From an optimization exercise on the open Yosys and OpenROAD flow, aimed at small area and a short achievable clock period; shortcuts taken in it are not production practice.
In this exercise RTL edits were held to simulation tests only and were not proved equivalent to the original.
Power figures rest on the tool's default switching activity, not on a simulated workload.

==> flow/design.v (excerpt) <==
module pipelined_mips(
    input clk,
    input nrst,
    input [31:0] inst,
    input [31:0] data_in,
    output [31:0] data_out,
    output data_wr,
    output [31:0] inst_addr,
    output [31:0] data_addr,
    output [31:0] pc_IF,
    output [31:0] pc_ID,
    output [31:0] pc_EXE,
    output [31:0] pc_MEM,
    output [31:0] pc_WB
);
    integer i;
    reg [31:0] pc_f;
    reg [31:0] ir_d, pc_d;
    reg        sq_d;             
    reg [31:1] selA_d, selB_d;   
    reg [31:0] pc_e, b_e;
    reg [31:0] a_e;              
    reg [31:0] bx_e;             
    reg [15:0] imm_e;            
    reg [4:0]  wa_e;             
    reg        ar_e, m_e, and_e, or_e, slt_e, sll_e, srl_e;
    reg        lw_e, sw_e, rw_e, jal_e;
    reg        tka_e, tkeq_e, tkne_e;
    reg [31:0] pc_m, alu_m, b_m;
    reg [4:0]  wa_m;             
    reg        sw_m, rw_m, lw_m, jal_m;
    reg [31:0] pc_w;
    reg [31:0] wd_w;             
    reg [4:0]  wa_w;             
    reg        we_w;
    reg [31:0] rf [1:31];
    reg [31:1] vld;
    always @(posedge clk) begin
        for (i = 1; i < 32; i = i + 1)
            if (we_w && wa_w == i)
                rf[i] <= wd_w;
    end
    always @(posedge clk or negedge nrst) begin
        if (!nrst)
            vld <= 31'd0;
        else
            for (i = 1; i < 32; i = i + 1)
                if (we_w && wa_w == i)
                    vld[i] <= 1'b1;
    end
    wire [4:0] rt = ir_d[20:16];
    wire [4:0] rd = ir_d[15:11];
    reg [31:1] vld_next, selA_f, selB_f;
    always @(*)
        for (i = 1; i < 32; i = i + 1) begin
            vld_next[i] = vld[i] | (we_w && wa_w == i);
            selA_f[i] = vld_next[i] && inst[25:21] == i;
            selB_f[i] = vld_next[i] && inst[20:16] == i;
        end
    reg [31:0] rdA, rdB;
    always @(*) begin
        rdA = 32'd0;
        rdB = 32'd0;
        for (i = 1; i < 32; i = i + 1) begin
  ...
Size: roughly 1500 flip-flops, about 320 I/O pins.
==> flow/config.mk <==
export PLATFORM = sky130hd
export DESIGN_NAME = pipelined_mips
export DESIGN_NICKNAME = pipelined_mips
export VERILOG_FILES = /design/flow/design.v
export SDC_FILE = /design/flow/constraint.sdc
export NUM_CORES = 4
export LEC_CHECK = 0
export CAP_MARGIN = 20
export CORE_MARGIN = 2
export CORE_UTILIZATION = 50
export CTS_CLUSTER_DIAMETER = 60
export CTS_CLUSTER_SIZE = 25
export SLEW_MARGIN = 20
==> flow/constraint.sdc <==
create_clock -name core_clock -period 9.0 [get_ports {clk}]
set_input_delay 1.8000 -clock core_clock [delete_from_list [all_inputs] [get_ports {clk}]]
set_output_delay 1.8000 -clock core_clock [all_outputs]
set_load 0.01 [all_outputs]
standard.sh (not shown) runs the stock make flow with config.mk's settings and CLKGATE_MAP_FILE= SYNTH_SCRIPT=/design/flow/synth_recipe.tcl, a recipe that flattens the netlist after the stock synthesis.
==> flow/flow/run.sh <==
#!/bin/bash
# Layout with the standard flow (standard.sh), changing only how it optimises:
#  - no full/half-adder cell extraction in synthesis (ADDER_MAP_FILE empty), so the
#    parallel-prefix adder in the RTL is mapped by ABC as plain gates;
#  - port buffers are buf_2 instead of the default delay-buffer pick.
# The clock period, SDC and everything else are the standard flow's. Make's output goes to
# flow_standard.log here; each ORFS step logs under orfs/logs/.
set -euo pipefail
bash standard.sh ADDER_MAP_FILE= SETUP_SLACK_MARGIN=6.0 \
    "BUFFER_PORTS_ARGS=-buffer_cell sky130_fd_sc_hd__buf_2" finish > flow_standard.log 2>&1
==> next run, changes <==
--- a/flow/flow/run.sh
+++ b/flow/flow/run.sh
@@ -7,4 +7,4 @@
 # flow_standard.log here; each ORFS step logs under orfs/logs/.
 set -euo pipefail
-bash standard.sh ADDER_MAP_FILE= SETUP_SLACK_MARGIN=6.0 \
+bash standard.sh ADDER_MAP_FILE= SETUP_SLACK_MARGIN=5.8 \
     "BUFFER_PORTS_ARGS=-buffer_cell sky130_fd_sc_hd__buf_2" finish > flow_standard.log 2>&1
- CORE_UTILIZATION: 50 -> 40
- CTS_CLUSTER_DIAMETER: 60 -> 70
- CTS_CLUSTER_SIZE: 25 -> 30
After rerunning: Non-clock buffer count shrinks by 116. Register-to-register slack got worse by 0.27 ns. Sequential power stays flat. Synthesized area does not change. Total power shrinks by 6.5%. Cell count grows by 3.9%. Global-route usage shrinks by 9.0 points. Die area grows by 25%. Critical path depth grows by 6.

[what the ideal ports hide]
The results above use ideal ports. As a check the final layouts listed here were re-extracted and re-timed, cells and wires unchanged. Step 1, drivers: a clkbuf_16 drives clk and a buf_2 each remaining input, both assumed. Step 2 also shifts input and output timing later by t, the mid clock arrival at the registers, as if the neighbouring blocks saw the same clock. Three values: no drivers, after step 1, after step 2; two values: the first two.
| run | shift t [ns] | setup slack, ns | worst setup path after step 2 | worst slew at a driven data input, ns |
|---|---|---|---|---|
| the first run | 0.861 | 5.746 / 5.661 / 5.553 | input, reset recovery | 0.11 |
| the second run | 0.824 | 5.613 / 5.613 / 5.613 | register to register | 0.24 |
After both steps every run listed still meets setup and hold. For the first run, which loses most, drivers alone change the setup slack by -0.085 ns; drivers and shift together by -0.193 ns. The worst setup slack also covers recovery checks on asynchronous resets.
